This is an optimization exercise on Yosys and OpenROAD, whose aim is small area, a short achievable clock period and few clock cycles per item, not a production implementation. Function was not checked in any run shown here: the RTL went through the layout flow alone.

[design.v]
`timescale 1ns / 1ps
module collision(clk, rst, data_in_x, data_in_y, data_in_z, collision_detect, done_valid);
  input clk, rst;
  input signed [9:0] data_in_x, data_in_y, data_in_z;
  output reg collision_detect, done_valid;
  localparam [9:0] NEG = 10'h200;
  function lt10(input [9:0] a, input [9:0] b, input pr);
    reg [9:0] aa, bb;
    reg lt, eq, am, bm;
    integer t;
    begin
      aa = {~a[9], a[8:0]};
      bb = {~b[9], b[8:0]};
      lt = 1'b0; eq = 1'b1;
      for (t = 9; t >= 0; t = t - 1) begin
        lt = lt | (eq & ~aa[t] & bb[t]);
        eq = eq & ~(aa[t] ^ bb[t]);
      end
      am = pr & (a == 10'h200);
      bm = pr & (b == 10'h200);
      lt10 = ~am & (bm | lt);
    end
  endfunction
  function [9:0] sub10(input [9:0] a, input [9:0] b);
    reg [9:0] gg, pp, bb;
    integer t, d;
    begin
      bb = ~b;
      gg = a & bb; pp = a ^ bb;
      gg[0] = gg[0] | pp[0];
      for (d = 1; d < 10; d = d * 2)
        for (t = 9; t >= d; t = t - 1) begin
          gg[t] = gg[t] | (pp[t] & gg[t-d]);
          pp[t] = pp[t] & pp[t-d];
        end
      sub10 = (a ^ bb) ^ {gg[8:0], 1'b1};
    end
  endfunction
  function [11:0] add12(input [11:0] a, input [11:0] b);
    reg [11:0] gg, pp;
    integer t, d;
    begin
      gg = a & b; pp = a ^ b;
      for (d = 1; d < 12; d = d * 2)
        for (t = 11; t >= d; t = t - 1) begin
          gg[t] = gg[t] | (pp[t] & gg[t-d]);
          pp[t] = pp[t] & pp[t-d];
        end
      add12 = (a ^ b) ^ {gg[10:0], 1'b0};
    end
  endfunction
  function [18:0] add19(input [18:0] a, input [18:0] b);
    reg [18:0] gg, pp;
    integer t, d;
    begin
      gg = a & b; pp = a ^ b;
      for (d = 1; d < 19; d = d * 2)
        for (t = 18; t >= d; t = t - 1) begin
          gg[t] = gg[t] | (pp[t] & gg[t-d]);
          pp[t] = pp[t] & pp[t-d];
        end
      add19 = (a ^ b) ^ {gg[17:0], 1'b0};
    end
  endfunction
  function [37:0] csa(input [18:0] a, input [18:0] b, input [18:0] c);
    csa = {a ^ b ^ c, (a & b) | (a & c) | (b & c)};
  endfunction
  reg [29:0] r [0:8];
  reg [3:0] idx;
  reg loading;      
  reg stat_on;      
  integer i;
  always @(posedge clk) begin
    r[0] <= {data_in_z, data_in_y, data_in_x};
    for (i = 1; i < 9; i = i + 1) r[i] <= r[i-1];
  end
  always @(posedge clk) begin
    if (rst) begin
      idx <= 4'd15;
      loading <= 1'b1;
      stat_on <= 1'b0;
    end else begin
      idx <= idx + 4'd1;
      if (idx == 4'd14) loading <= 1'b0;
      stat_on <= loading;
    end
  end
  wire [29:0] r0 = r[0];
  wire [29:0] r8 = r[8];
  reg [9:0] amx [0:2], am2 [0:2], bmx [0:2], bm2 [0:2], smx [0:2], sm2 [0:2];
  reg [2:0] ahs, bhs, shs;
  wire [2:0] sep_comb;
  genvar g;
  generate for (g = 0; g < 3; g = g + 1) begin : st
    wire [9:0] v = r0[10*g +: 10];
    wire [9:0] u = r8[10*g +: 10];
    wire vn = (v == NEG);
    wire un = (u == NEG);
    wire ne = (u != v);
    wire c_uv = lt10(u, v, 1'b0);
    wire c_mv = lt10(smx[g], v, 1'b0);
    wire c_mu = lt10(smx[g], u, 1'b0);
    wire c_vm = ~vn & lt10(v, sm2[g], 1'b1);
    wire c_um = ~un & lt10(u, sm2[g], 1'b1);
    always @(posedge clk) begin
      if (stat_on) begin
        if (idx == 4'd0) begin
          amx[g] <= v; am2[g] <= v; ahs[g] <= vn;
          smx[g] <= v; sm2[g] <= v; shs[g] <= vn;
        end else if (idx < 4'd8) begin
          if (lt10(amx[g], v, 1'b0)) amx[g] <= v;
          if (~vn & lt10(v, am2[g], 1'b1)) am2[g] <= v;
          if (vn) ahs[g] <= 1'b1;
        end
        if (idx == 4'd8) begin
          bmx[g] <= v; bm2[g] <= v; bhs[g] <= vn;
        end else if (idx > 4'd8) begin
          if (lt10(bmx[g], v, 1'b0)) bmx[g] <= v;
          if (~vn & lt10(v, bm2[g], 1'b1)) bm2[g] <= v;
          if (vn) bhs[g] <= 1'b1;
          if (ne) begin
            if (c_uv & c_mv) smx[g] <= v;
            else if (!c_uv & c_mu) smx[g] <= u;
            if (c_um & (~c_vm | c_uv)) sm2[g] <= u;
            else if (c_vm) sm2[g] <= v;
            if (un | vn) shs[g] <= 1'b1;
          end
        end
      end
    end
    wire [11:0] amn = ahs[g] ? 12'hE00 : {{2{am2[g][9]}}, am2[g]};
    wire [11:0] bmn = bhs[g] ? 12'hE00 : {{2{bm2[g][9]}}, bm2[g]};
    wire [11:0] smn = shs[g] ? 12'hE00 : {{2{sm2[g][9]}}, sm2[g]};
    wire [11:0] amx12 = {{2{amx[g][9]}}, amx[g]};
    wire [11:0] bmx12 = {{2{bmx[g][9]}}, bmx[g]};
    wire [11:0] smx12 = {{2{smx[g][9]}}, smx[g]};
    wire [11:0] q0 = amx12;
    wire [11:0] q1 = bmx12;
    wire [11:0] q2 = smn;
    wire [11:0] q3 = ~amn;
    wire [11:0] q4 = ~bmn;
    wire [11:0] q5 = ~smx12;
    wire [11:0] t0s = q0 ^ q1 ^ q2;
    wire [11:0] t0c = {((q0[10:0] & q1[10:0]) | (q0[10:0] & q2[10:0]) | (q1[10:0] & q2[10:0])), 1'b1};
    wire [11:0] t1s = q3 ^ q4 ^ q5;
    wire [11:0] t1c = {((q3[10:0] & q4[10:0]) | (q3[10:0] & q5[10:0]) | (q4[10:0] & q5[10:0])), 1'b1};
    wire [11:0] t2s = t0s ^ t0c ^ t1s;
    wire [11:0] t2c = {((t0s[10:0] & t0c[10:0]) | (t0s[10:0] & t1s[10:0]) | (t0c[10:0] & t1s[10:0])), 1'b1};
    wire [11:0] t3s = t2s ^ t2c ^ t1c;
    wire [11:0] t3c = {((t2s[10:0] & t2c[10:0]) | (t2s[10:0] & t1c[10:0]) | (t2c[10:0] & t1c[10:0])), 1'b0};
    wire [11:0] dsum = add12(t3s, t3c);
    assign sep_comb[g] = dsum[11];
  end endgenerate
  reg [29:0] ev [0:2], fv [0:2];
  wire [1:0] dk = idx[1:0];
  wire [29:0] rk = (dk == 2'd1) ? r[1] : (dk == 2'd2) ? r[2] : r[3];
  wire [29:0] dd;
  assign dd[9:0]   = sub10(r0[9:0],   rk[9:0]);
  assign dd[19:10] = sub10(r0[19:10], rk[19:10]);
  assign dd[29:20] = sub10(r0[29:20], rk[29:20]);
  wire ld_ef = stat_on && (idx[2] == 1'b0) && (dk != 2'd0);
  always @(posedge clk) begin
    if (ld_ef) begin
      if (!idx[3]) ev[dk-2'd1] <= dd; else fv[dk-2'd1] <= dd;
    end
  end
  reg [3:0] xcnt;             
  reg [8:0] need_y, need_z;   
  reg [2:0] fast_use;         
  reg [8:0] big;              
  reg [3:0] st_s;             
  reg [3:0] sn;               
  reg [1:0] sc;               
  function [3:0] low9(input [8:0] m);
    integer t;
    begin
      low9 = 4'd0;
      for (t = 8; t >= 0; t = t - 1) if (m[t]) low9 = t[3:0];
    end
  endfunction
  wire x_go = (xcnt != 4'd0 || (idx == 4'd9 && stat_on)) && xcnt < 4'd9;
  wire [3:0] ny = low9(need_y);
  wire [3:0] nz = low9(need_z);
  reg iss;
  reg [3:0] in_n;
  reg [1:0] in_c;
  always @(*) begin
    iss = 1'b0; in_n = xcnt; in_c = 2'd0;
    if (st_s == 4'd1) begin
      iss = 1'b1; in_n = sn; in_c = sc;
    end else if (st_s == 4'd0) begin
      if (x_go) begin
        iss = 1'b1; in_n = xcnt; in_c = 2'd0;
      end else if (need_y != 9'd0) begin
        iss = 1'b1; in_n = ny; in_c = 2'd1;
      end else if (need_z != 9'd0) begin
        iss = 1'b1; in_n = nz; in_c = 2'd2;
      end
    end
  end
  reg [2:0] sa, sb_, scm;     
  reg v0;
  reg [3:0] n0;
  reg [1:0] c0;
  always @(posedge clk) begin
    case (in_n)
      4'd0, 4'd3, 4'd6: sa <= 3'b001;
      4'd1, 4'd4, 4'd7: sa <= 3'b010;
      default:          sa <= 3'b100;
    endcase
    case (in_n)
      4'd0, 4'd1, 4'd2: sb_ <= 3'b001;
      4'd3, 4'd4, 4'd5: sb_ <= 3'b010;
      default:          sb_ <= 3'b100;
    endcase
    scm <= (in_c == 2'd0) ? 3'b001 : (in_c == 2'd1) ? 3'b010 : 3'b100;
    n0 <= in_n; c0 <= in_c;
  end
  wire [29:0] e = ({30{sa[0]}} & ev[0]) | ({30{sa[1]}} & ev[1]) | ({30{sa[2]}} & ev[2]);
  wire [29:0] f = ({30{sb_[0]}} & fv[0]) | ({30{sb_[1]}} & fv[1]) | ({30{sb_[2]}} & fv[2]);
  wire [9:0] s1a = ({10{scm[0]}} & e[19:10]) | ({10{scm[1]}} & e[29:20]) | ({10{scm[2]}} & e[9:0]);
  wire [9:0] s1b = ({10{scm[0]}} & f[29:20]) | ({10{scm[1]}} & f[9:0])   | ({10{scm[2]}} & f[19:10]);
  wire [9:0] s2a = ({10{scm[0]}} & f[19:10]) | ({10{scm[1]}} & f[29:20]) | ({10{scm[2]}} & f[9:0]);
  wire [9:0] s2b = ({10{scm[0]}} & e[29:20]) | ({10{scm[1]}} & e[9:0])   | ({10{scm[2]}} & e[19:10]);
  reg [9:0] o1a, o1b, o2a, o2b;
  reg [18:0] ks, kc;
  reg v1, v2;
  reg [3:0] n1, n2;
  reg [1:0] c1, c2;
  wire [18:0] L0 [0:20];
  genvar gj, gi;
  generate
    for (gj = 0; gj < 10; gj = gj + 1) begin : pr
      wire [9:0] t1, t2;
      for (gi = 0; gi < 10; gi = gi + 1) begin : pb
        if ((gi == 9) != (gj == 9)) begin : inv
          assign t1[gi] = ~(o1a[gi] & o1b[gj]);
          assign t2[gi] = o2a[gi] & o2b[gj];
        end else begin : pos
          assign t1[gi] = o1a[gi] & o1b[gj];
          assign t2[gi] = ~(o2a[gi] & o2b[gj]);
        end
      end
      wire [28:0] sh1 = {19'd0, t1} << gj;
      wire [28:0] sh2 = {19'd0, t2} << gj;
      assign L0[gj] = sh1[18:0];
      assign L0[10+gj] = sh2[18:0];
    end
  endgenerate
  assign L0[20] = 19'd2047;
  wire [18:0] L1 [0:13];
  wire [18:0] L2 [0:9];
  wire [18:0] L3 [0:6];
  wire [18:0] L4 [0:4];
  wire [18:0] L5 [0:3];
  wire [18:0] L6 [0:2];
  wire [18:0] L7 [0:1];
  generate
    for (gi = 0; gi < 7; gi = gi + 1) begin : c1l
      wire [37:0] x = csa(L0[3*gi], L0[3*gi+1], L0[3*gi+2]);
      assign L1[2*gi] = x[37:19];
      assign L1[2*gi+1] = {x[17:0], 1'b0};
    end
    for (gi = 0; gi < 4; gi = gi + 1) begin : c2l
      wire [37:0] x = csa(L1[3*gi], L1[3*gi+1], L1[3*gi+2]);
      assign L2[2*gi] = x[37:19];
      assign L2[2*gi+1] = {x[17:0], 1'b0};
    end
    assign L2[8] = L1[12];
    assign L2[9] = L1[13];
    for (gi = 0; gi < 3; gi = gi + 1) begin : c3l
      wire [37:0] x = csa(L2[3*gi], L2[3*gi+1], L2[3*gi+2]);
      assign L3[2*gi] = x[37:19];
      assign L3[2*gi+1] = {x[17:0], 1'b0};
    end
    assign L3[6] = L2[9];
    for (gi = 0; gi < 2; gi = gi + 1) begin : c4l
      wire [37:0] x = csa(L3[3*gi], L3[3*gi+1], L3[3*gi+2]);
      assign L4[2*gi] = x[37:19];
      assign L4[2*gi+1] = {x[17:0], 1'b0};
    end
    assign L4[4] = L3[6];
    begin : c5l
      wire [37:0] x = csa(L4[0], L4[1], L4[2]);
      assign L5[0] = x[37:19];
      assign L5[1] = {x[17:0], 1'b0};
      assign L5[2] = L4[3];
      assign L5[3] = L4[4];
    end
    begin : c6l
      wire [37:0] x = csa(L5[0], L5[1], L5[2]);
      assign L6[0] = x[37:19];
      assign L6[1] = {x[17:0], 1'b0};
      assign L6[2] = L5[3];
    end
    begin : c7l
      wire [37:0] x = csa(L6[0], L6[1], L6[2]);
      assign L7[0] = x[37:19];
      assign L7[1] = {x[17:0], 1'b0};
    end
  endgenerate
  always @(posedge clk) begin
    o1a <= s1a; o1b <= s1b; o2a <= s2a; o2b <= s2b;
    n1 <= n0; c1 <= c0;
    ks <= L7[0];
    kc <= L7[1];
    n2 <= n1; c2 <= c1;
  end
  wire [18:0] k = add19(ks, kc);
  wire kz = (k == 19'd0);
  wire kfast = (k[18:16] == 3'b000) || (k[18:16] == 3'b111);
  reg statfin, finished, sepany_r, cdone_r;
  wire sepany = statfin && ((sep_comb & fast_use) != 3'd0);
  wire cross_done = (xcnt == 4'd9) && need_y == 9'd0 && need_z == 9'd0 && !v0 && !v1 && !v2;
  wire kneg = (k == 19'h40000);
  function [9:0] sel3(input [1:0] c, input [29:0] a);
    sel3 = (c == 2'd0) ? a[9:0] : (c == 2'd1) ? a[19:10] : a[29:20];
  endfunction
  wire [2:0] hsel = {shs[sc], bhs[sc], ahs[sc]};
  wire [9:0] xa = (kneg & hsel[0]) ? NEG : sel3(sc, {amx[2], amx[1], amx[0]});
  wire [9:0] xb = (kneg & hsel[1]) ? NEG : sel3(sc, {bmx[2], bmx[1], bmx[0]});
  wire [9:0] xc = (kneg & hsel[2]) ? NEG : sel3(sc, {smx[2], smx[1], smx[0]});
  wire [9:0] na_ = (~kneg & hsel[0]) ? NEG : sel3(sc, {am2[2], am2[1], am2[0]});
  wire [9:0] nb_ = (~kneg & hsel[1]) ? NEG : sel3(sc, {bm2[2], bm2[1], bm2[0]});
  wire [9:0] nc_ = (~kneg & hsel[2]) ? NEG : sel3(sc, {sm2[2], sm2[1], sm2[0]});
  wire [11:0] xsel = {{2{xa[9]}}, xa} - {{2{na_[9]}}, na_} + {{2{xb[9]}}, xb} - {{2{nb_[9]}}, nb_};
  wire [11:0] ysel = {{2{xc[9]}}, xc} - {{2{nc_[9]}}, nc_};
  reg [18:0] sh;
  reg neg, seen, lt;
  reg [4:0] bc;
  reg [11:0] xr, yr;
  reg [12:0] acca, accb;
  wire sb = (bc < 5'd19) && (neg ? (sh[0] ^ seen) : sh[0]);
  wire [12:0] na = acca + (sb ? {1'b0, xr} : 13'd0);
  wire [12:0] nb = accb + (sb ? {1'b0, yr} : 13'd0);
  always @(posedge clk) begin
    v0 <= iss;
    v1 <= v0;
    v2 <= v1;
    sepany_r <= sepany;
    cdone_r <= cross_done;
    if (rst) begin
      xcnt <= 4'd0; need_y <= 9'd0; need_z <= 9'd0; fast_use <= 3'd0; big <= 9'd0;
      v0 <= 1'b0; v1 <= 1'b0; v2 <= 1'b0; statfin <= 1'b0; finished <= 1'b0;
      done_valid <= 1'b0; collision_detect <= 1'b0; st_s <= 4'd0;
      sepany_r <= 1'b0; cdone_r <= 1'b0;
    end else begin
      done_valid <= 1'b0;
      if (done_valid) finished <= 1'b1;
      if (ld_ef && dd[9:0] != 10'd0 && !(idx[3] && dk == 2'd1)) fast_use[0] <= 1'b1;
      if (st_s == 4'd0) begin
        if (x_go) xcnt <= xcnt + 4'd1;
        else if (need_y != 9'd0) need_y[ny] <= 1'b0;
        else if (need_z != 9'd0) need_z[nz] <= 1'b0;
      end
      if (v2 && st_s == 4'd0) begin
        if (kz) begin
          if (c2 == 2'd0) need_y[n2] <= 1'b1;
          else if (c2 == 2'd1) need_z[n2] <= 1'b1;
        end else if (kfast) fast_use[c2] <= 1'b1;
        else big[n2] <= 1'b1;
      end
      if (idx == 4'd15 && stat_on) statfin <= 1'b1;
      case (st_s)
        4'd0: begin
          collision_detect <= !sepany;
          if (!finished && !done_valid && statfin && (sepany || (cross_done && big == 9'd0)))
            done_valid <= 1'b1;
          if (!finished && !done_valid && cdone_r && !sepany_r && big != 9'd0) begin
            st_s <= 4'd1; sn <= low9(big); sc <= 2'd0;
          end
        end
        4'd1: st_s <= 4'd2;                      
        4'd2: st_s <= 4'd3;                      
        4'd3: st_s <= 4'd4;                      
        4'd4: begin                              
          if (kz) begin
            sc <= sc + 2'd1; st_s <= 4'd1;
          end else begin
            sh <= k; neg <= k[18]; st_s <= 4'd7;
            xr <= xsel;
            yr <= ysel;
            acca <= 13'd0; accb <= 13'd0; bc <= 5'd0; seen <= 1'b0; lt <= 1'b0;
          end
        end
        4'd7: begin                              
          acca <= na >> 1;
          accb <= nb >> 1;
          sh <= sh >> 1;
          seen <= seen | sh[0];
          if (na[0] != nb[0]) lt <= (bc == 5'd27) ? na[0] : nb[0];
          bc <= bc + 5'd1;
          if (bc == 5'd27) st_s <= 4'd8;
        end
        4'd8: begin
          if (lt) begin
            done_valid <= 1'b1; collision_detect <= 1'b0; st_s <= 4'd10;
          end else begin
            big[sn] <= 1'b0;
            st_s <= 4'd9;
          end
        end
        4'd9: begin
          if (big == 9'd0) begin
            done_valid <= 1'b1; collision_detect <= 1'b1; st_s <= 4'd10;
          end else begin
            st_s <= 4'd1; sn <= low9(big); sc <= 2'd0;
          end
        end
        default: ;
      endcase
    end
  end
endmodule
[run.sh]
#!/bin/bash
# synth_recipe.tcl (not shown) runs the flow's synth.tcl, then flattens the netlist and writes it again
# the make line also repeats each setting of config.mk as NAME=value (left out here)
make -C /OpenROAD-flow-scripts/flow DESIGN_CONFIG=/design/flow/config.mk WORK_HOME=/design/flow/orfs CLKGATE_MAP_FILE= SYNTH_SCRIPT=/design/flow/synth_recipe.tcl finish
[config.mk]
export PLATFORM = sky130hd
export DESIGN_NAME = collision
export DESIGN_NICKNAME = collision
export VERILOG_FILES = /design/flow/design.v
export SDC_FILE = /design/flow/constraint.sdc
export NUM_CORES = 4
export LEC_CHECK = 0
export CAP_MARGIN = 20
export CORE_MARGIN = 2
export CORE_UTILIZATION = 40
export SETUP_SLACK_MARGIN = 5
export SLEW_MARGIN = 20
[constraint.sdc]
create_clock -name core_clock -period 10.0 [get_ports {clk}]
set_input_delay 2.0000 -clock core_clock [delete_from_list [all_inputs] [get_ports {clk}]]
set_output_delay 2.0000 -clock core_clock [all_outputs]
set_load 0.01 [all_outputs]
==> results of run 1 <==
## placed cells by master (no fill, tap or decap), types with 14 or more instances in the layout
| cell | n |
|---|---|
| a211oi_1 | 42 |
| a21o_1 | 37 |
| a21oi_1 | 157 |
| a221o_1 | 18 |
| a221oi_1 | 17 |
| a222oi_1 | 42 |
| a22o_1 | 14 |
| a22oi_1 | 77 |
| a31oi_1 | 41 |
| and2_1 | 164 |
| and3_1 | 20 |
| buf_4 | 92 |
| clkbuf_16 | 99 |
| clkdlybuf4s50_1 | 32 |
| dfxtp_1 | 415 |
| edfxtp_1 | 449 |
| fa_1 | 306 |
| ha_1 | 229 |
| ha_4 | 14 |
| inv_1 | 551 |
| maj3_1 | 70 |
| mux2i_1 | 108 |
| nand2_1 | 442 |
| nand2b_1 | 62 |
| nand3_1 | 48 |
| nor2_1 | 269 |
| nor2b_1 | 131 |
| nor3_1 | 58 |
| nor4_1 | 41 |
| o211ai_1 | 15 |
| o21a_1 | 26 |
| o21ai_0 | 153 |
| o22ai_1 | 31 |
| o31ai_1 | 27 |
| or2_2 | 18 |
| or4_1 | 16 |
| xnor2_1 | 70 |
| xor2_1 | 32 |
## per-layer routing
| metal | vias up | GRT usage | share of wire |
|---|---|---|---|
| li1 | 16400 | - | - |
| met1 | 17500 | 0.311 | 0.44 |
| met2 | 1295 | 0.353 | 0.45 |
| met3 | 262 | 0.0357 | 0.067 |
| met4 | 4 | 0.0901 | 0.039 |
| met5 | - | 0 | 0.00016 |
## flip-flops by register name, indices dropped and copies added, names as in the netlist, 10 cells and up
name and cells:
xr 12, kc 16, fv 90, amx 30, smx 30, bmx 30, am2 30, o1a 10
o2a 10, accb 12, o2b 10, ks 19, r 270, ev 90, acca 12, bm2 30
sh 19, sm2 30, o1b 10, yr 11
## cell usage after synthesis, types with 13 or more instances
cell type,n
inv_1,553
edfxtp_1,449
nand2_1,445
dfxtp_1,425
fa_1,308
nor2_1,284
ha_1,247
o21ai_0,171
a21oi_1,168
and2_1,166
clkbuf_1,165
nor2b_1,132
mux2i_1,108
a22oi_1,77
xnor2_1,73
maj3_1,70
nand2b_1,63
nor3_1,58
nand3_1,48
a211oi_1,46
a222oi_1,42
a31oi_1,42
nor4_1,42
a21o_1,37
xor2_1,33
o22ai_1,31
o21a_1,27
o31ai_1,27
and3_1,21
a21boi_0,18
a221o_1,18
or2_2,18
a221oi_1,17
or4_1,17
o211ai_1,15
a22o_1,14
buf_2,14
a31o_2,13
o21bai_1,13
o221ai_1,13
## worst max-delay path, cell delays in order, from the launching register on
cell and delay, ns:
dfxtp_2 0.33, ha_4 0.16, fa_2 0.40, a21oi_2 0.16, nor2_2 0.05, or4_4 0.49, a211oi_2 0.19, nand4b_1 0.23
nor2_4 0.21, o2111ai_4 0.13, buf_12 0.19, nor2_4 0.13, buf_4 0.17, nor2_1 0.07, fa_1 0.53, inv_1 0.05
fa_1 0.47, inv_1 0.04, ha_1 0.30, a21boi_2 0.18, o21ai_2 0.16, a21boi_2 0.08, o21ai_2 0.15, a21boi_2 0.09
buf_4 0.14, a311o_1 0.35
## layout make-up
cell class	count	area [µm²]	area share
inverters	563	2110	0.0375
well taps	1637	2050	0.0363
multi-input cells	3095	25600	0.454
repair buffers	135	1160	0.0206
clock inverters	56	807	0.0143
clock buffers	122	2670	0.0473
flip-flops and latches	874	22000	0.390
## per-stage QoR
step	hold WS, ns	worst slack [ns]	utilization	area (µm²)	instances
3_5_place_dp	0.312	3.62	0.421	52100	6261
3_3_place_gp	0.310	3.70	0.421	52100	6261
5_1_grt	0.326	3.96	0.456	56400	6482
6_report	0.315	4.20	0.456	56400	6482
2_1_floorplan	0.310	4.53	-	49900	4723
4_1_cts	0.314	4.20	0.453	56100	6469
## path summary, 6_finish.rpt
kind / start / endpoint / slack (ns)
min: c1[0] / c2[0] / 0.31
max reg2reg: kc[3] / xr[10] / 4.20
min reg2reg: c1[0] / c2[0] / 0.31
max: kc[3] / xr[10] / 4.20
## kinds of logic after synthesis
group	count (synthesis)	share of synthesized area
and+or+nand+nor	1347	0.132
AOI/OAI and AO/OA	893	0.125
DFF	874	0.442
buffers and inverters	754	0.0573
adders and majority gates	631	0.201
muxes	118	0.0240
xor gates and xnor gates	106	0.0186
## timing repair
| item | 4_1_cts | 5_1_grt |
|---|---|---|
| resized for setup | 55 | 50 |
| setup endpoints to repair | 17 | 16 |
| setup buffers | 30 | 11 |
| pin swaps | 46 | 51 |
==> results.py, run 1 <==
metrics = {
    "clock_tree": {
        "tritoncts": "yes",
        "clk_latency_ns": 0.74,
        "cts_buffers": 95,
        "cts_sinks": 874,
        "clockBufferDepth": 3,
        "clk_pin_slew_ns": 0.07,
        "htreeDepth": 3,
        "hold_buffers": 0,
        "cts.root.buffer_cell": "clkbuf_16",
    },
    "sta": {
        "period_needed_ns": 5.80,
        "max_freq_mhz": 173,
        "slew_headroom": 0.213,
        "setup-violations-final": 0,
        "setup_tns_ns": 0,
        "worstMarginPinSlew_ns": 1.18,
        "maxSlewViolCount": 0,
        "grt_setup_unrepaired": "true",
        "fin_skew_ns": 0.0699,
        "hold_violations": 0,
        "fin_crit_sh": 0.580,
    },
    "routing": {
        "drt_iter0_drc": 3252,
        "vias": 35500,
        "first_pass_iters": 9,
        "wl_per_cell_um": 22.1,
        "viasPerCell": 5.48,
        "ant_nets": 0,
        "wirelength_um": 144000,
        "remaining_drc_errors": 0,
    },
    "job": {
        "maxCapViolations": 0,
    },
    "logic_synthesis": {
        "synthDistinctLibCells": 93,
        "synth_edf_count": 449,
        "synth_warnings": 8,
        "syn_area_per_cell_um2": 10.5,
        "mappedNetlistNets": 5310,
        "ys_ff_latch": 874,
        "async_flop_share": 0,
        "synth_area_um2": 49800,
        "syn-instance-count": 4723,
        "yosysTopAreaCell": "edfxtp_1",
        "yosysTopAreaCellShare": 0.271,
        "synth_area_leaders": "edfxtp_1 27%, dfxtp_1 17%, fa_1 12%",
        "seq_area_frac_synth": 0.442,
        "synth_flop_cell": "edfxtp_1",
    },
    "die": {
        "rows": 129,
        "die_w_um": 357,
        "die_area_um2": 127000,
        "start_util": 0.403,
        "die_h_um": 357,
        "ios": 34,
        "core_um2": 124000,
    },
    "setup_path": {
        "path_max_fanout": 7,
        "criticalPathCategory": "reg -> reg",
        "required_ns": 10.42,
        "cp-start-kind": "flop",
        "cp_data_arrival_time_ns": 6.21,
        "end_kind": "flop",
        "r2r_cells": 25,
    },
    "global_route": {
        "grt_max_degree": 108,
        "globalRouteTotalUtil": 0.225,
        "antenna_found_initial": 2,
        "gr-total-overflow": 0,
        "grt_pass1_wl_um": 217000,
        "grt_pass1_vias": 34800,
    },
    "placed_design": {
        "port_buffers": 33,
        "globalplace.congestion": 0.995,
        "place_hpwl_um": 106000,
    },
    "outcome": {
        "status": "timing/DRC/antenna clean",
    },
    "finish": {
        "antenna_cells": 0,
        "drive_gt1_frac": 0.0890,
        "final_nets": 5351,
        "area_delta_synth_final_pct": 13.2,
        "fill_cells": 11600,
    },
    "min_path": {
        "whs_path_depth": 0,
        "hold_path_class": "reg -> reg",
    },
}
==> run 2, diff against run 1 <==
--- a/design.v
+++ b/design.v
@@ -229,33 +229,64 @@
   reg [1:0] c1, c2;
-  wire [18:0] L0 [0:20];
-  genvar gj, gi;
+  localparam [18:0] KB = 19'd350208;
+  wire [18:0] B [0:10];
+  wire [4:0] ng1, ng2;
+  genvar gm, gi;
   generate
-    for (gj = 0; gj < 10; gj = gj + 1) begin : pr
-      wire [9:0] t1, t2;
-      for (gi = 0; gi < 10; gi = gi + 1) begin : pb
-        if ((gi == 9) != (gj == 9)) begin : inv
-          assign t1[gi] = ~(o1a[gi] & o1b[gj]);
-          assign t2[gi] = o2a[gi] & o2b[gj];
-        end else begin : pos
-          assign t1[gi] = o1a[gi] & o1b[gj];
-          assign t2[gi] = ~(o2a[gi] & o2b[gj]);
+    for (gm = 0; gm < 5; gm = gm + 1) begin : bo
+      wire p2 = o1b[2*gm+1], p1 = o1b[2*gm];
+      wire q2 = o2b[2*gm+1], q1 = o2b[2*gm];
+      wire p0, q0;
+      if (gm == 0) begin : lsb
+        assign p0 = 1'b0; assign q0 = 1'b0;
+      end else begin : mid
+        assign p0 = o1b[2*gm-1]; assign q0 = o2b[2*gm-1];
+      end
+      wire one1 = p1 ^ p0;
+      wire two1 = (p2 & ~p1 & ~p0) | (~p2 & p1 & p0);
+      wire one2 = q1 ^ q0;
+      wire two2 = (q2 & ~q1 & ~q0) | (~q2 & q1 & q0);
+      assign ng1[gm] = p2;
+      assign ng2[gm] = ~q2;
+      wire [10:0] ae = {o1a[9], o1a};
+      wire [10:0] ce = {o2a[9], o2a};
+      wire [10:0] x1, x2;
+      for (gi = 0; gi < 11; gi = gi + 1) begin : bb
+        wire m1, m2;
+        if (gi == 0) begin : b0
+          assign m1 = one1 & ae[0];
+          assign m2 = one2 & ce[0];
+        end else begin : bn
+          assign m1 = (one1 & ae[gi]) | (two1 & ae[gi-1]);
+          assign m2 = (one2 & ce[gi]) | (two2 & ce[gi-1]);
+        end
+        if (gi == 10) begin : top
+          assign x1[gi] = ~(m1 ^ ng1[gm]);
+          assign x2[gi] = ~(m2 ^ ng2[gm]);
+        end else begin : low
+          assign x1[gi] = m1 ^ ng1[gm];
+          assign x2[gi] = m2 ^ ng2[gm];
         end
       end
-      wire [28:0] sh1 = {19'd0, t1} << gj;
-      wire [28:0] sh2 = {19'd0, t2} << gj;
-      assign L0[gj] = sh1[18:0];
-      assign L0[10+gj] = sh2[18:0];
+      wire [28:0] w1 = {18'd0, x1} << (2*gm);
+      wire [28:0] w2 = {18'd0, x2} << (2*gm);
+      if (gm == 0) begin : r0
+        assign B[0] = w1[18:0];
+        assign B[1] = w2[18:0];
+      end else begin : rn
+        wire [28:0] c1_ = {28'd0, ng1[gm-1]} << (2*gm-2);
+        wire [28:0] c2_ = {28'd0, ng2[gm-1]} << (2*gm-2);
+        assign B[2*gm] = w1[18:0] | c1_[18:0];
+        assign B[2*gm+1] = w2[18:0] | c2_[18:0];
+      end
     end
   endgenerate
-  assign L0[20] = 19'd2047;
-  wire [18:0] L1 [0:13];
-  wire [18:0] L2 [0:9];
-  wire [18:0] L3 [0:6];
-  wire [18:0] L4 [0:4];
-  wire [18:0] L5 [0:3];
-  wire [18:0] L6 [0:2];
-  wire [18:0] L7 [0:1];
+  assign B[10] = KB | {9'd0, ng1[4] & ng2[4], ng1[4] ^ ng2[4], 8'd0};
+  wire [18:0] L1 [0:7];
+  wire [18:0] L2 [0:5];
+  wire [18:0] L3 [0:3];
+  wire [18:0] L4 [0:2];
+  wire [18:0] L5 [0:1];
   generate
-    for (gi = 0; gi < 7; gi = gi + 1) begin : c1l
-      wire [37:0] x = csa(L0[3*gi], L0[3*gi+1], L0[3*gi+2]);
+    for (gi = 0; gi < 3; gi = gi + 1) begin : c1l
+      wire [37:0] x = csa(B[3*gi], B[3*gi+1], B[3*gi+2]);
       assign L1[2*gi] = x[37:19];
@@ -263,3 +294,5 @@
     end
-    for (gi = 0; gi < 4; gi = gi + 1) begin : c2l
+    assign L1[6] = B[9];
+    assign L1[7] = B[10];
+    for (gi = 0; gi < 2; gi = gi + 1) begin : c2l
       wire [37:0] x = csa(L1[3*gi], L1[3*gi+1], L1[3*gi+2]);
@@ -268,5 +301,5 @@
     end
-    assign L2[8] = L1[12];
-    assign L2[9] = L1[13];
-    for (gi = 0; gi < 3; gi = gi + 1) begin : c3l
+    assign L2[4] = L1[6];
+    assign L2[5] = L1[7];
+    for (gi = 0; gi < 2; gi = gi + 1) begin : c3l
       wire [37:0] x = csa(L2[3*gi], L2[3*gi+1], L2[3*gi+2]);
@@ -275,9 +308,8 @@
     end
-    assign L3[6] = L2[9];
-    for (gi = 0; gi < 2; gi = gi + 1) begin : c4l
-      wire [37:0] x = csa(L3[3*gi], L3[3*gi+1], L3[3*gi+2]);
-      assign L4[2*gi] = x[37:19];
-      assign L4[2*gi+1] = {x[17:0], 1'b0};
+    begin : c4l
+      wire [37:0] x = csa(L3[0], L3[1], L3[2]);
+      assign L4[0] = x[37:19];
+      assign L4[1] = {x[17:0], 1'b0};
+      assign L4[2] = L3[3];
     end
-    assign L4[4] = L3[6];
     begin : c5l
@@ -286,15 +318,2 @@
       assign L5[1] = {x[17:0], 1'b0};
-      assign L5[2] = L4[3];
-      assign L5[3] = L4[4];
-    end
-    begin : c6l
-      wire [37:0] x = csa(L5[0], L5[1], L5[2]);
-      assign L6[0] = x[37:19];
-      assign L6[1] = {x[17:0], 1'b0};
-      assign L6[2] = L5[3];
-    end
-    begin : c7l
-      wire [37:0] x = csa(L6[0], L6[1], L6[2]);
-      assign L7[0] = x[37:19];
-      assign L7[1] = {x[17:0], 1'b0};
     end
@@ -304,4 +323,4 @@
     n1 <= n0; c1 <= c0;
-    ks <= L7[0];
-    kc <= L7[1];
+    ks <= L5[0];
+    kc <= L5[1];
     n2 <= n1; c2 <= c1;
@@ -314,3 +333,3 @@
   wire cross_done = (xcnt == 4'd9) && need_y == 9'd0 && need_z == 9'd0 && !v0 && !v1 && !v2;
-  wire kneg = (k == 19'h40000);
+  wire kneg = (sh == 19'h40000);
   function [9:0] sel3(input [1:0] c, input [29:0] a);
@@ -379,8 +398,11 @@
           end else begin
-            sh <= k; neg <= k[18]; st_s <= 4'd7;
-            xr <= xsel;
-            yr <= ysel;
-            acca <= 13'd0; accb <= 13'd0; bc <= 5'd0; seen <= 1'b0; lt <= 1'b0;
+            sh <= k; neg <= k[18]; st_s <= 4'd5;
           end
         end
+        4'd5: begin                              
+          xr <= xsel;
+          yr <= ysel;
+          acca <= 13'd0; accb <= 13'd0; bc <= 5'd0; seen <= 1'b0; lt <= 1'b0;
+          st_s <= 4'd7;
+        end
         4'd7: begin                              
==> results.py, run 2 <==
metrics = {
    "setup_path": {
        "cp-start-kind": "flop",
        "required_ns": 10.60,
        "cp_data_arrival_time_ns": 5.40,
        "r2r_end": "collision_detect",
        "criticalPathCategory": "reg -> reg",
        "r2r_slack_ns": 5.19,
        "r2r_start": "bm2[0][2]",
        "setup.worst_path.start": "bm2[0][2]",
        "worstSetupEndpoint": "collision_detect",
        "r2r_cells": 17,
        "path_max_fanout": 4,
        "end_kind": "flop",
    },
    "finish": {
        "layout_commonest_cell": "nand2_1",
        "drive_gt1_frac": 0.0682,
        "fin_cells": 6581,
        "top_regs": "r: 270 flops, ev: 90 flops, fv: 90 flops",
        "top_register": "r",
        "final_core_util": 0.447,
        "final_nets": 5332,
        "final-seq-area_um2": 22000,
        "layout_common_cells": "466 x nand2_1, 449 x edfxtp_1, 419 x inv_1",
        "antenna_cells": 0,
        "multiInputGateArea_um2": 25200,
        "fill_cells": 11600,
        "largest_reg_flops": 270,
        "area_delta_synth_final_pct": 11.0,
    },
    "global_route": {
        "antenna_found_initial": 1,
        "grt_pass1_wl_um": 221000,
        "globalRouteTotalUtil": 0.229,
        "grt_max_degree": 116,
        "grt_pass1_vias": 35100,
        "gr-total-overflow": 0,
    },
    "die": {
        "die_area_um2": 127000,
        "die_w_um": 356,
        "core_um2": 123000,
        "die_h_um": 356,
        "rows": 129,
        "start_util": 0.402,
        "ios": 34,
    },
    "sta": {
        "setup-violations-final": 0,
        "hold_violations": 0,
        "maxSlewViolCount": 0,
        "fin_skew_ns": 0.0520,
        "grt_setup_unrepaired": "true",
        "worstMarginPinSlew_ns": 1.08,
        "slew_headroom": 0.280,
        "max_freq_mhz": 208,
        "period_needed_ns": 4.81,
        "setup_tns_ns": 0,
        "fin_crit_sh": 0.481,
    },
    "logic_synthesis": {
        "ys_ff_latch": 873,
        "synth_commonest_cells": "466 x nand2_1, 449 x edfxtp_1, 424 x dfxtp_1",
        "syn_area_per_cell_um2": 10.1,
        "yosysTopAreaCellShare": 0.271,
        "synth_area_leaders": "edfxtp_1 27%, dfxtp_1 17%, fa_1 9.1%",
        "mappedNetlistNets": 5401,
        "async_flop_share": 0,
        "seq_area_frac_synth": 0.442,
        "synth_flop_cell": "edfxtp_1",
        "synth_warnings": 8,
        "synth_edf_count": 449,
        "syn-instance-count": 4936,
        "synth_area_um2": 49700,
        "synthDistinctLibCells": 82,
        "yosysTopAreaCell": "edfxtp_1",
        "yosysMostFrequentCell": "nand2_1",
    },
    "routing": {
        "top_layer": "met4",
        "wl_met3_um": 12200,
        "vias": 37200,
        "viasPerCell": 5.65,
        "remaining_drc_errors": 0,
        "wirelength_um": 147000,
        "drt-met1-wl_um": 63800,
        "met2_length_um": 64800,
        "ant_nets": 0,
        "wl_per_cell_um": 22.4,
        "first_pass_iters": 12,
        "drt_iter0_drc": 3733,
    },
    "clock_tree": {
        "clockBufferDepth": 3,
        "htreeDepth": 3,
        "cts.root.buffer_cell": "clkbuf_16",
        "cts_sinks": 873,
        "clk_pin_slew_ns": 0.07,
        "clk_latency_ns": 0.73,
        "cts_buffers": 89,
        "tritoncts": "yes",
    },
    "placed_design": {
        "placed_cells": 6392,
        "globalplace.congestion": 0.972,
        "port_buffers": 33,
        "place_hpwl_um": 106000,
    },
    "outcome": {
        "status": "timing/DRC/antenna clean",
    },
    "min_path": {
        "hold_start": "r[7][3]",
        "hold_path_class": "reg -> reg",
    },
    "job": {
        "maxCapViolations": 0,
    },
}
==> run 2: cell types whose count changed after synthesis, sizes merged, moves of 31 or more <==
cell / before / now
inv: 557 / 424
and2: 168 / 46
a21oi: 168 / 278
nor2: 284 / 382
fa: 308 / 227
clkbuf: 165 / 239
maj3: 76 / 142
o21ai: 175 / 223
ha: 247 / 206
xor2: 33 / 70
o22ai: 31 / 62
==> run 2: worst min-delay path by stage <==
stage / depth (start not counted) / slack (ns) / to
2_1_floorplan: 0 / 0.31 / c1[0]
3_3_place_gp: 0 / 0.31 / n2[0]
4_1_cts: 0 / 0.32 / r[8][3]
3_5_place_dp: 0 / 0.31 / n2[0]
5_1_grt: 0 / 0.32 / r[8][3]
6_report: 0 / 0.32 / r[8][3]
==> run 2: stage by stage <==
step / cell area, µm² / hold slack [ns] / worst slack, ns
2_1_floorplan: 49700 / 0.310 / 5.11
3_3_place_gp: 51600 / 0.310 / 4.23
3_5_place_dp: 51600 / 0.312 / 4.21
4_1_cts: 54800 / 0.321 / 4.89
5_1_grt: 55100 / 0.321 / 4.93
6_report: 55100 / 0.315 / 5.19
==> run 2: layout make-up <==
class | instances | area share
clock inverter | 57 | 0.0135
timing repair buffer | 125 | 0.0210
sequential | 873 | 0.399
multi-input combinational | 3346 | 0.456
inverter | 432 | 0.0294
tap | 1637 | 0.0371
clock buffer | 111 | 0.0440
==> run 2: worst max-delay path: stages, from the launching register on <==
cell and delay, ns:
edfxtp_1 0.47, nor2b_1 0.19, fa_1 0.51, inv_1 0.06, fa_1 0.53, inv_1 0.05, fa_1 0.47, inv_1 0.04
ha_1 0.26, a21o_1 0.18, a21o_1 0.18, a21o_1 0.19, a211o_1 0.30, a21oi_1 0.15, o21ai_0 0.15, xnor2_2 0.36
a211oi_2 0.20, a311o_1 0.38
==> run 2: layer usage <==
metal,vias up,global-route usage
li1,17300,-
met1,18000,0.321
met2,1579,0.348
met3,316,0.0407
met4,0,0.101
met5,-,0
==> run 2: cells by family after synthesis <==
family	share of synthesized area
simple gates	0.129
compound gates	0.149
xor+xnor	0.0282
mux	0.0242
buf+inv	0.0549
flops	0.442
fa+ha+maj	0.173
==> run 2: what timing repair did <==
action	4_1_cts	5_1_grt
endpoints found under the setup margin	10	9
pin swaps	1	2
gates cloned	0	3
resized for setup	12	14
hold buffers	0	0
setup buffers	2	12
==> run 3, diff against run 2 <==
==> flow/run.sh (new file) <==
#!/bin/bash
set -o pipefail
bash standard.sh SETUP_SLACK_MARGIN=6.5 finish > flow_make.log 2>&1
==> standard.sh (new file) <==
#!/bin/bash
# synth_recipe.tcl (not shown) runs the flow's synth.tcl, then flattens the netlist and writes it again
# the make line also repeats each setting of config.mk as NAME=value (left out here)
make -C /OpenROAD-flow-scripts/flow DESIGN_CONFIG=/design/flow/config.mk WORK_HOME=/design/flow/orfs CLKGATE_MAP_FILE= SYNTH_SCRIPT=/design/flow/synth_recipe.tcl "${@:-finish}"
--- a/config.mk
+++ b/config.mk
@@ -10,3 +10,2 @@
 export CORE_UTILIZATION = 40
-export SETUP_SLACK_MARGIN = 5
 export SLEW_MARGIN = 20
removed: run.sh
==> results.py, run 3 <==
metrics = {
    "logic_synthesis": {
        "yosysTopAreaCellShare": 0.271,
        "synth_area_leaders": "edfxtp_1 27%, dfxtp_1 17%, fa_1 9.1%",
        "mappedNetlistNets": 5401,
        "synth_flop_cell": "edfxtp_1",
        "yosysTopAreaCell": "edfxtp_1",
        "seq_area_frac_synth": 0.442,
        "synth_edf_count": 449,
        "synth_warnings": 8,
        "ys_ff_latch": 873,
        "synth_commonest_cells": "466 x nand2_1, 449 x edfxtp_1, 424 x dfxtp_1",
        "async_flop_share": 0,
        "syn_area_per_cell_um2": 10.1,
        "yosysMostFrequentCell": "nand2_1",
        "synthDistinctLibCells": 82,
        "syn-instance-count": 4936,
        "synth_area_um2": 49700,
    },
    "finish": {
        "top_register": "r",
        "final-seq-area_um2": 22100,
        "layout_commonest_cell": "nand2_1",
        "top_regs": "r: 270 flops, ev: 90 flops, fv: 90 flops",
        "largest_reg_flops": 270,
        "fill_cells": 11100,
        "area_delta_synth_final_pct": 21.1,
        "fin_cells": 6857,
        "drive_gt1_frac": 0.190,
        "final_core_util": 0.487,
        "final_nets": 5605,
        "layout_common_cells": "459 x nand2_1, 449 x edfxtp_1, 377 x inv_1",
        "multiInputGateArea_um2": 27000,
    },
    "setup_path": {
        "cp_data_arrival_time_ns": 4.99,
        "setup.worst_path.start": "sh[5]",
        "path_max_fanout": 6,
        "end_kind": "flop",
        "criticalPathCategory": "reg -> reg",
        "cp-start-kind": "flop",
        "worstSetupEndpoint": "xr[11]",
        "r2r_start": "sh[5]",
        "r2r_cells": 21,
        "required_ns": 10.40,
        "r2r_slack_ns": 5.41,
        "r2r_end": "xr[11]",
    },
    "routing": {
        "viasPerCell": 5.68,
        "vias": 38900,
        "drt_iter0_drc": 4058,
        "wirelength_um": 156000,
        "ant_nets": 0,
        "first_pass_iters": 7,
        "remaining_drc_errors": 0,
        "wl_per_cell_um": 22.8,
    },
    "global_route": {
        "grt_pass1_vias": 36800,
        "globalRouteTotalUtil": 0.236,
        "gr-total-overflow": 0,
        "antenna_found_initial": 0,
        "grt_pass1_wl_um": 229000,
        "grt_max_degree": 116,
    },
    "sta": {
        "setup-violations-final": 0,
        "hold_violations": 0,
        "setup_tns_ns": 0,
        "worstMarginPinSlew_ns": 1.05,
        "maxSlewViolCount": 0,
        "slew_headroom": 0.299,
        "fin_crit_sh": 0.459,
        "grt_setup_unrepaired": "true",
        "period_needed_ns": 4.59,
        "max_freq_mhz": 218,
        "layout_setup_ws_ns": 5.41,
        "fin_skew_ns": 0.0658,
    },
    "clock_tree": {
        "clk_latency_ns": 0.72,
        "cts.root.buffer_cell": "clkbuf_16",
        "htreeDepth": 3,
        "clk_pin_slew_ns": 0.06,
        "hold_buffers": 0,
        "cts_sinks": 873,
        "tritoncts": "yes",
        "cts_buffers": 93,
        "clockBufferDepth": 3,
    },
    "outcome": {
        "status": "timing/DRC/antenna clean",
    },
    "die": {
        "die_h_um": 356,
        "start_util": 0.402,
        "core_um2": 123000,
        "ios": 34,
        "die_w_um": 356,
        "rows": 129,
        "die_area_um2": 127000,
    },
    "placed_design": {
        "place_ws_ns": 4.52,
        "port_buffers": 33,
        "placed_cells": 6386,
        "globalplace.congestion": 0.966,
        "place_hpwl_um": 104000,
    },
    "min_path": {
        "hold_path_class": "reg -> reg",
    },
    "job": {
        "maxCapViolations": 0,
    },
}
[run 3: area by class of cell]
class | count | area share
Timing Repair Buffer | 389 | 0.0697
Timing Repair inverter | 1 | 0.000125
Sequential cell | 873 | 0.368
Inverter | 432 | 0.0276
Clock buffer | 132 | 0.0449
Antenna cell | 1 | 0.0000416
Clock inverter | 42 | 0.00738
Tap cell | 1637 | 0.0340
Multi-Input combinational cell | 3350 | 0.449
[run 3: timing repair]
item / in CTS / in global routing
gates resized for setup: 380 / 226
cloned: 16 / 14
pin swaps: 156 / 121
endpoints found under the setup margin: 322 / 315
buffers inserted: 173 / 87
[run 3: how the worst min path moves through the flow]
stage,from,endpoint,depth (start not counted)
6_report,r[7][10],r[8][10],0
3_5_place_dp,r[4][6],r[5][6],0
5_1_grt,r[4][11],r[5][11],0
4_1_cts,r[4][11],r[5][11],0
2_1_floorplan,c0[0],c1[0],0
3_3_place_gp,c0[1],c1[1],0
[run 3: through the flow]
step | hold WS (ns) | cell area [µm²]
2_1_floorplan | 0.310 | 50300
3_3_place_gp | 0.310 | 51800
3_5_place_dp | 0.312 | 51800
4_1_cts | 0.298 | 58300
5_1_grt | 0.315 | 60200
6_report | 0.301 | 60200
[run 3: per-layer routing]
| layer | vias to the layer above | global-route usage | share of wire | routed length [µm] |
|---|---|---|---|---|
| met5 | - | 0 | 0 | 0 |
| met3 | 336 | 0.0342 | 0.078 | 12200 |
| met4 | 0 | 0.0940 | 0.041 | 6340 |
| li1 | 17900 | - | - | - |
| met2 | 1745 | 0.364 | 0.45 | 69600 |
| met1 | 19000 | 0.335 | 0.44 | 68000 |
[run 3: cell families (layout without fill, tap and decap cells)]
logic type	count (synthesis)	count (layout)	synth area share
xor gates and xnor gates	160	160	0.0282
AOI/OAI and AO/OA	1109	1111	0.149
other	0	1	0
buffers and inverters	717	996	0.0549
muxes	119	119	0.0242
and+or+nand+nor	1383	1385	0.129
adders and majority gates	575	575	0.173
DFF	873	873	0.442
[run 3: worst max-delay path: stages (launching register included)]
cell and delay (ns):
edfxtp_1 0.40, nor4_2 0.31, nand2_1 0.14, nor4_4 0.17, nand3_2 0.12, buf_12 0.18
nand2b_4 0.08, nand2_2 0.05, fa_1 0.56, inv_2 0.05, fa_2 0.52, inv_2 0.04
ha_4 0.15, a21o_1 0.18, a21oi_4 0.16, o21ai_2 0.07, a31o_2 0.25, a21oi_2 0.16
nor2b_1 0.06, o21a_1 0.18, o41a_1 0.33, xnor2_1 0.13
==> run 4, diff against run 3 <==
--- a/design.v
+++ b/design.v
@@ -154,2 +154,3 @@
   reg [29:0] ev [0:2], fv [0:2];
+  reg [1:0] ph;
   wire [1:0] dk = idx[1:0];
@@ -162,5 +163,10 @@
   always @(posedge clk) begin
-    if (ld_ef) begin
-      if (!idx[3]) ev[dk-2'd1] <= dd; else fv[dk-2'd1] <= dd;
-    end
+    ev[0] <= (ld_ef && !idx[3]) ? dd : ev[2];
+    ev[1] <= ev[0];
+    ev[2] <= ev[1];
+    fv[0] <= (ld_ef && idx[3]) ? dd : fv[2];
+    fv[1] <= fv[0];
+    fv[2] <= fv[1];
+    if (rst) ph <= 2'd1;
+    else ph <= (ph == 2'd2) ? 2'd0 : ph + 2'd1;
   end
@@ -204,13 +210,26 @@
   reg [1:0] c0;
-  always @(posedge clk) begin
+  reg [1:0] am3, bm3;         
+  always @(*) begin
     case (in_n)
-      4'd0, 4'd3, 4'd6: sa <= 3'b001;
-      4'd1, 4'd4, 4'd7: sa <= 3'b010;
-      default:          sa <= 3'b100;
+      4'd0, 4'd3, 4'd6: am3 = 2'd1;
+      4'd1, 4'd4, 4'd7: am3 = 2'd2;
+      default:          am3 = 2'd0;
     endcase
     case (in_n)
-      4'd0, 4'd1, 4'd2: sb_ <= 3'b001;
-      4'd3, 4'd4, 4'd5: sb_ <= 3'b010;
-      default:          sb_ <= 3'b100;
+      4'd0, 4'd1, 4'd2: bm3 = 2'd1;
+      4'd3, 4'd4, 4'd5: bm3 = 2'd2;
+      default:          bm3 = 2'd0;
     endcase
+  end
+  function [2:0] pos3(input [1:0] p, input [1:0] off, input [1:0] m);
+    reg [3:0] t;
+    begin
+      t = {2'd0, p} + {2'd0, off} + 4'd3 - {2'd0, m};
+      t = (t >= 4'd6) ? t - 4'd6 : (t >= 4'd3) ? t - 4'd3 : t;
+      pos3 = (t == 4'd0) ? 3'b001 : (t == 4'd1) ? 3'b010 : 3'b100;
+    end
+  endfunction
+  always @(posedge clk) begin
+    sa <= pos3(ph, 2'd1, am3);
+    sb_ <= pos3(ph, 2'd2, bm3);
     scm <= (in_c == 2'd0) ? 3'b001 : (in_c == 2'd1) ? 3'b010 : 3'b100;
==> run.sh (new file) <==
#!/bin/bash
# synth_recipe.tcl (not shown) runs the flow's synth.tcl, then flattens the netlist and writes it again
# the make line also repeats each setting of config.mk as NAME=value (left out here)
make -C /OpenROAD-flow-scripts/flow DESIGN_CONFIG=/design/flow/config.mk WORK_HOME=/design/flow/orfs CLKGATE_MAP_FILE= SYNTH_SCRIPT=/design/flow/synth_recipe.tcl finish
--- a/config.mk
+++ b/config.mk
@@ -10,2 +10,3 @@
 export CORE_UTILIZATION = 40
+export SETUP_SLACK_MARGIN = 5
 export SLEW_MARGIN = 20
removed: flow/run.sh
removed: standard.sh
==> results.py, run 4 <==
metrics = {
    "finish": {
        "drive_gt1_frac": 0.0657,
        "layout_common_cells": "602 x dfxtp_1, 521 x nand2_1, 474 x inv_1",
        "final_nets": 5551,
        "antenna_cells": 0,
        "largest_reg_flops": 270,
        "final_cell_area_um2": 54200,
        "area_delta_synth_final_pct": 10.6,
        "layout_commonest_cell": "dfxtp_1",
        "fin_cells": 6772,
        "top_regs": "r: 270 flops, ev: 90 flops, fv: 90 flops",
        "fill_cells": 11700,
        "top_register": "r",
    },
    "setup_path": {
        "cp-start-kind": "flop",
        "critical_path.max_stage_delay_ns": 0.55,
        "path_max_fanout": 38,
        "path_cells": "ha_4, buf_16, mux2i_1, nor2_1, a21oi_1, nor2_1, fa_1, inv_1, fa_1, inv_1, ha_1, a21o_1, a21oi_2, nand2b_1, a21boi_0, o311a_1, o21a_1, o21a_1, o41a_1, xnor2_1",
        "cp_data_arrival_time_ns": 5.30,
        "end_kind": "flop",
        "criticalPathCategory": "reg -> reg",
        "required_ns": 10.41,
        "critPathSlowestCell": "edfxtp_1",
    },
    "die": {
        "die_area_um2": 125000,
        "die_h_um": 354,
        "core_um2": 122000,
        "start_util": 0.403,
        "ios": 34,
        "die_w_um": 354,
        "rows": 128,
    },
    "logic_synthesis": {
        "syn_area_per_cell_um2": 9.51,
        "mappedNetlistNets": 5639,
        "synth_commonest_cells": "606 x dfxtp_1, 522 x nand2_1, 475 x inv_1",
        "synth_area_um2": 49000,
        "seq_area_frac_synth": 0.412,
        "yosysTopAreaCellShare": 0.247,
        "synth_warnings": 10,
        "synthDistinctLibCells": 101,
        "synth_flop_cell": "dfxtp_1",
        "async_flop_share": 0,
        "yosysTopAreaCell": "dfxtp_1",
        "yosysMostFrequentCell": "dfxtp_1",
        "synth_edf_count": 269,
        "synth_area_leaders": "dfxtp_1 25%, edfxtp_1 16%, fa_1 9.3%",
        "syn-instance-count": 5158,
        "ys_ff_latch": 875,
    },
    "clock_tree": {
        "cts_buffers": 90,
        "cts_sinks": 875,
        "htreeDepth": 3,
        "clk_pin_slew_ns": 0.06,
        "tritoncts": "yes",
        "clk_latency_ns": 0.71,
        "hold_buffers": 0,
        "clockBufferDepth": 3,
        "cts.root.buffer_cell": "clkbuf_16",
    },
    "global_route": {
        "globalRouteTotalUtil": 0.224,
        "gr-total-overflow": 0,
        "grt_pass1_wl_um": 218000,
        "grt_max_degree": 116,
        "grt_pass1_vias": 35800,
        "antenna_found_initial": 3,
    },
    "min_path": {
        "hold_path_class": "reg -> reg",
    },
    "sta": {
        "fin_skew_ns": 0.0558,
        "grt_setup_unrepaired": "true",
        "setup_tns_ns": 0,
        "layout_setup_ws_ns": 5.11,
        "slew_headroom": 0.216,
        "setup-violations-final": 0,
        "max_freq_mhz": 204,
        "fin_crit_sh": 0.489,
        "worstMarginPinSlew_ns": 1.17,
        "period_needed_ns": 4.89,
        "maxSlewViolCount": 0,
        "hold_violations": 0,
    },
    "routing": {
        "vias": 37800,
        "ant_nets": 0,
        "drt_iter0_drc": 4006,
        "wl_per_cell_um": 21.1,
        "remaining_drc_errors": 0,
        "first_pass_iters": 10,
        "wirelength_um": 143000,
        "viasPerCell": 5.59,
    },
    "placed_design": {
        "dpl_cell_area_um2": 50800,
        "globalplace.congestion": 0.938,
        "port_buffers": 33,
        "place_hpwl_um": 104000,
        "place_ws_ns": 4.21,
        "placed_cells": 6584,
    },
    "outcome": {
        "status": "timing/DRC/antenna clean",
    },
    "job": {
        "maxCapViolations": 0,
    },
}
## run 4: metrics by stage
| step | util | hold slack (ns) |
|---|---|---|
| after floorplan | - | 0.310 |
| after global placement | 0.417 | 0.310 |
| after detailed placement | 0.417 | 0.312 |
| after CTS | 0.444 | 0.313 |
| after global routing | 0.446 | 0.328 |
| final | 0.446 | 0.319 |
## run 4: repair_timing
item / 4_1_cts / 5_1_grt
endpoints found under the hold margin: 0 / 0
cloned: 0 / 1
pin swaps: 2 / 3
setup buffers: 3 / 15
gates resized for setup: 12 / 17
setup endpoints to repair: 11 / 13
## run 4: area by class of cell
cell class / instances / area [µm²] / share of cell area
Inverter: 486 / 1820 / 0.0336
Tap cell: 1625 / 2030 / 0.0375
Clock buffer: 124 / 2510 / 0.0463
Sequential cell: 875 / 20200 / 0.373
Clock inverter: 45 / 647 / 0.0119
Timing Repair Buffer: 116 / 1010 / 0.0186
Multi-Input combinational cell: 3501 / 26000 / 0.479
## run 4: layer usage
| metal | vias to the layer above | wire [µm] | GRT usage |
|---|---|---|---|
| li1 | 17800 | - | - |
| met1 | 18300 | 64300 | 0.320 |
| met2 | 1490 | 62800 | 0.344 |
| met3 | 235 | 10600 | 0.0334 |
| met4 | 0 | 4830 | 0.0795 |
| met5 | - | 0 | 0 |
## run 4: logic make-up (layout without fill, tap and decap cells)
group	count (synthesis)	in the layout	synth area share
fa+ha+maj	542	542	0.169
xor+xnor	137	137	0.0245
compound gates	1246	1246	0.169
simple gates	1454	1454	0.139
flops	875	875	0.412
mux	122	122	0.0252
buf+inv	782	771	0.0611
## run 4: worst paths after layout
check / from / to / slack [ns] / cells after the start
worst max register to register: sc[0] / xr[11] / 5.11 / 20
worst min-delay path: c1[0] / c2[0] / 0.32 / 0
worst max-delay path: sc[0] / xr[11] / 5.11 / 20
worst min register to register: c1[0] / c2[0] / 0.32 / 0
## run 4: critical path: cells and delay by family, from the launching register on
family | cells | cell delay (ns)
fa+ha+maj | 4 | 1.43
compound gates | 8 | 1.62
flops | 1 | 0.55
xor+xnor | 1 | 0.13
buf+inv | 3 | 0.38
mux | 1 | 0.22
simple gates | 3 | 0.25
==> run 5, diff against run 4 <==
--- a/config.mk
+++ b/config.mk
@@ -9,3 +9,3 @@
 export CORE_MARGIN = 2
-export CORE_UTILIZATION = 40
+export CORE_UTILIZATION = 60
 export SETUP_SLACK_MARGIN = 5
==> results.py, run 5 <==
metrics = {
    "finish": {
        "top_register": "r",
        "drive_gt1_frac": 0.0679,
        "largest_reg_flops": 270,
        "layout_commonest_cell": "dfxtp_1",
        "top_regs": "r: 270 flops, ev: 90 flops, fv: 90 flops",
        "final_cell_area_um2": 53700,
        "layout_common_cells": "595 x dfxtp_1, 521 x nand2_1, 475 x inv_1",
        "fill_cells": 6554,
        "area_delta_synth_final_pct": 9.47,
        "final_nets": 5553,
        "antenna_cells": 0,
        "fin_cells": 6211,
    },
    "sta": {
        "fin_hold_ws_ns": 0.305,
        "max_freq_mhz": 206,
        "slew_headroom": 0.249,
        "maxSlewViolCount": 0,
        "fin_skew_ns": 0.0806,
        "worstMarginPinSlew_ns": 1.12,
        "setup_tns_ns": 0,
        "period_needed_ns": 4.86,
        "hold_violations": 0,
        "fin_crit_sh": 0.486,
        "grt_setup_unrepaired": "true",
        "layout_setup_ws_ns": 5.14,
        "setup-violations-final": 0,
    },
    "placed_design": {
        "globalplace.congestion": 0.998,
        "place_ws_ns": 4.21,
        "dpl_cell_area_um2": 50100,
        "place_hpwl_um": 103000,
        "placed_cells": 6021,
        "port_buffers": 33,
    },
    "setup_path": {
        "worstSetupEndpoint": "xr[11]",
        "r2r_start": "sh[10]",
        "r2r_cells": 21,
        "path_cells": "nor4_1, nand2_1, nor4_4, nand3_2, buf_4, nand2b_4, nand2_1, fa_1, inv_1, fa_1, inv_1, ha_1, a21o_1, a21oi_2, nand2b_1, a21boi_0, o311a_1, o21a_1, o21a_1, o41a_1, xnor2_1",
        "r2r_end": "xr[11]",
        "criticalPathCategory": "reg -> reg",
        "r2r_slack_ns": 5.14,
        "path_max_fanout": 10,
        "critical_path.max_stage_delay_ns": 0.51,
        "required_ns": 10.42,
        "crit_cells": 21,
        "critPathSlowestCell": "fa_1",
        "setup.worst_path.start": "sh[10]",
        "cp-start-kind": "flop",
        "cp_data_arrival_time_ns": 5.28,
        "end_kind": "flop",
        "critPathBufInv": 3,
        "crit_family": "compound AO/OA/AOI/OAI gates",
    },
    "global_route": {
        "grt_pass1_vias": 36200,
        "globalRouteTotalUtil": 0.329,
        "grt_max_degree": 116,
        "grt_pass1_wl_um": 215000,
        "gr-total-overflow": 0,
        "antenna_found_initial": 1,
    },
    "routing": {
        "drt_iter0_drc": 3995,
        "wirelength_um": 141000,
        "remaining_drc_errors": 0,
        "wl_per_cell_um": 22.7,
        "drt-met1-wl_um": 61300,
        "wl_met3_um": 14200,
        "top_layer": "met4",
        "ant_nets": 0,
        "vias": 38300,
        "met2_length_um": 60200,
        "first_pass_iters": 8,
        "viasPerCell": 6.16,
    },
    "logic_synthesis": {
        "seq_area_frac_synth": 0.412,
        "mappedNetlistNets": 5639,
        "syn-instance-count": 5158,
        "synth_edf_count": 269,
        "async_flop_share": 0,
        "ys_ff_latch": 875,
        "yosysTopAreaCellShare": 0.247,
        "yosysTopAreaCell": "dfxtp_1",
        "synth_warnings": 10,
        "synth_flop_cell": "dfxtp_1",
        "yosysMostFrequentCell": "dfxtp_1",
        "synth_area_leaders": "dfxtp_1 25%, edfxtp_1 16%, fa_1 9.3%",
        "synthDistinctLibCells": 101,
        "synth_area_um2": 49000,
        "syn_area_per_cell_um2": 9.51,
        "synth_commonest_cells": "606 x dfxtp_1, 522 x nand2_1, 475 x inv_1",
    },
    "die": {
        "rows": 104,
        "core_um2": 80700,
        "die_w_um": 290,
        "ios": 34,
        "start_util": 0.608,
        "die_area_um2": 84000,
        "die_h_um": 290,
    },
    "job": {
        "maxCapViolations": 0,
    },
    "clock_tree": {
        "tritoncts": "yes",
        "clockBufferDepth": 3,
        "cts_sinks": 875,
        "cts.root.buffer_cell": "clkbuf_16",
        "cts_buffers": 91,
        "hold_buffers": 0,
        "clk_latency_ns": 0.71,
        "clk_pin_slew_ns": 0.06,
        "htreeDepth": 3,
    },
    "outcome": {
        "status": "timing/DRC/antenna clean",
    },
    "min_path": {
        "hold_path_class": "reg -> reg",
        "hold_start": "r[6][11]",
    },
}
run 5: cell count changes in the layout (fill, tap and decap cells not counted), moves of 2 or more:
cell        change
inv_6           -3
clkinvlp_4      +3
clkbuf_16       +3
clkinv_16       +3
dfxtp_2         +8
buf_12          +2
nor3_1          -2
clkbuf_1        -2
dfxtp_1         -7
nor3_2          +2
clkinv_4        +2
run 5: cell type report:
| cell class | instances | area [µm²] | share of cell area |
|---|---|---|---|
| clock buffers | 124 | 2580 | 0.0482 |
| clock inverters | 48 | 696 | 0.0130 |
| inverters | 486 | 1820 | 0.0340 |
| multi-input cells | 3501 | 26000 | 0.484 |
| flip-flops and latches | 875 | 20200 | 0.377 |
| well taps | 1060 | 1330 | 0.0247 |
| repair buffers | 117 | 1030 | 0.0192 |
run 5: per-stage QoR:
stage | utilization
6_report | 0.665
5_1_grt | 0.665
4_1_cts | 0.662
3_5_place_dp | 0.621
3_3_place_gp | 0.621
2_1_floorplan | -
run 5: how the worst min path moves through the flow:
stage | slack [ns] | endpoint | cells past startpoint
global placement | 0.31 | r[8][23] | 0
detailed placement | 0.31 | r[5][20] | 0
floorplan | 0.31 | c1[0] | 0
finish | 0.30 | r[7][11] | 0
CTS | 0.29 | r[7][11] | 0
global route | 0.30 | r[7][11] | 0
run 5: what timing repair did:
item / in CTS / in global routing
pin swaps: 2 / 3
endpoints found under the setup margin: 16 / 23
cloned: 0 / 0
endpoints found under the hold margin: 0 / 0
gates resized for setup: 11 / 23
setup buffers: 3 / 14
run 5: worst register-to-register path, delay by kind of cell, from the launching register on:
kind | cells | cell delay [ns]
XOR/XNOR | 1 | 0.13
adder cells (fa/ha/maj) | 3 | 1.15
buffers and inverters | 3 | 0.35
AO/OA/AOI/OAI | 7 | 1.47
flip-flops | 1 | 0.39
AND/OR/NAND/NOR | 7 | 1.15
run 5: cells by family (layout without fill, tap and decap cells):
family | after synthesis | count (layout) | synth area share
DFF | 875 | 875 | 0.412
AOI/OAI and AO/OA | 1246 | 1246 | 0.169
xor gates and xnor gates | 137 | 137 | 0.0245
buffers and inverters | 782 | 775 | 0.0611
and+or+nand+nor | 1454 | 1454 | 0.139
muxes | 122 | 122 | 0.0252
adders and majority gates | 542 | 542 | 0.169
run 5: layer usage:
| layer | global-route usage | up-vias |
|---|---|---|
| met5 | 0 | - |
| met4 | 0.117 | 0 |
| met3 | 0.0780 | 292 |
| met2 | 0.487 | 1724 |
| met1 | 0.472 | 18400 |
| li1 | - | 17900 |

[separate check: timing with driven ports]
In the flow no input, the clock included, has a driving cell. The finished layouts below were timed again as built, in two steps.
Step 1 sets driving cells, clkbuf_16 on the clock port and buf_2 on the other inputs (assumed; they add their load-dependent delay and slew).
Step 2 moves the port delays by t, midway between the first and last clock arrival at a register: inputs arrive t later, outputs are due t later. That takes back most of the time a late clock gives input paths.
Three values: ideal ports, drivers, drivers and shift; two values: the first two.
| run | t (ns) | setup WS [ns] | hold WS [ns] |
|---|---|---|---|
| run 1 | 0.778 | 4.204 / 4.204 / 4.204 | 0.315 / 0.315 / 0.315 |
| run 2 | 0.780 | 5.195 / 5.195 / 5.195 | 0.315 / 0.315 / 0.315 |
| run 3 | 0.754 | 5.411 / 5.411 / 5.411 | 0.301 / 0.301 / 0.301 |
| run 4 | 0.751 | 5.108 / 5.108 / 5.108 | 0.319 / 0.319 / 0.319 |
| run 5 | 0.737 | 5.140 / 5.140 / 5.140 | 0.305 / 0.305 / 0.305 |
After both steps setup and hold are still met in every run listed.
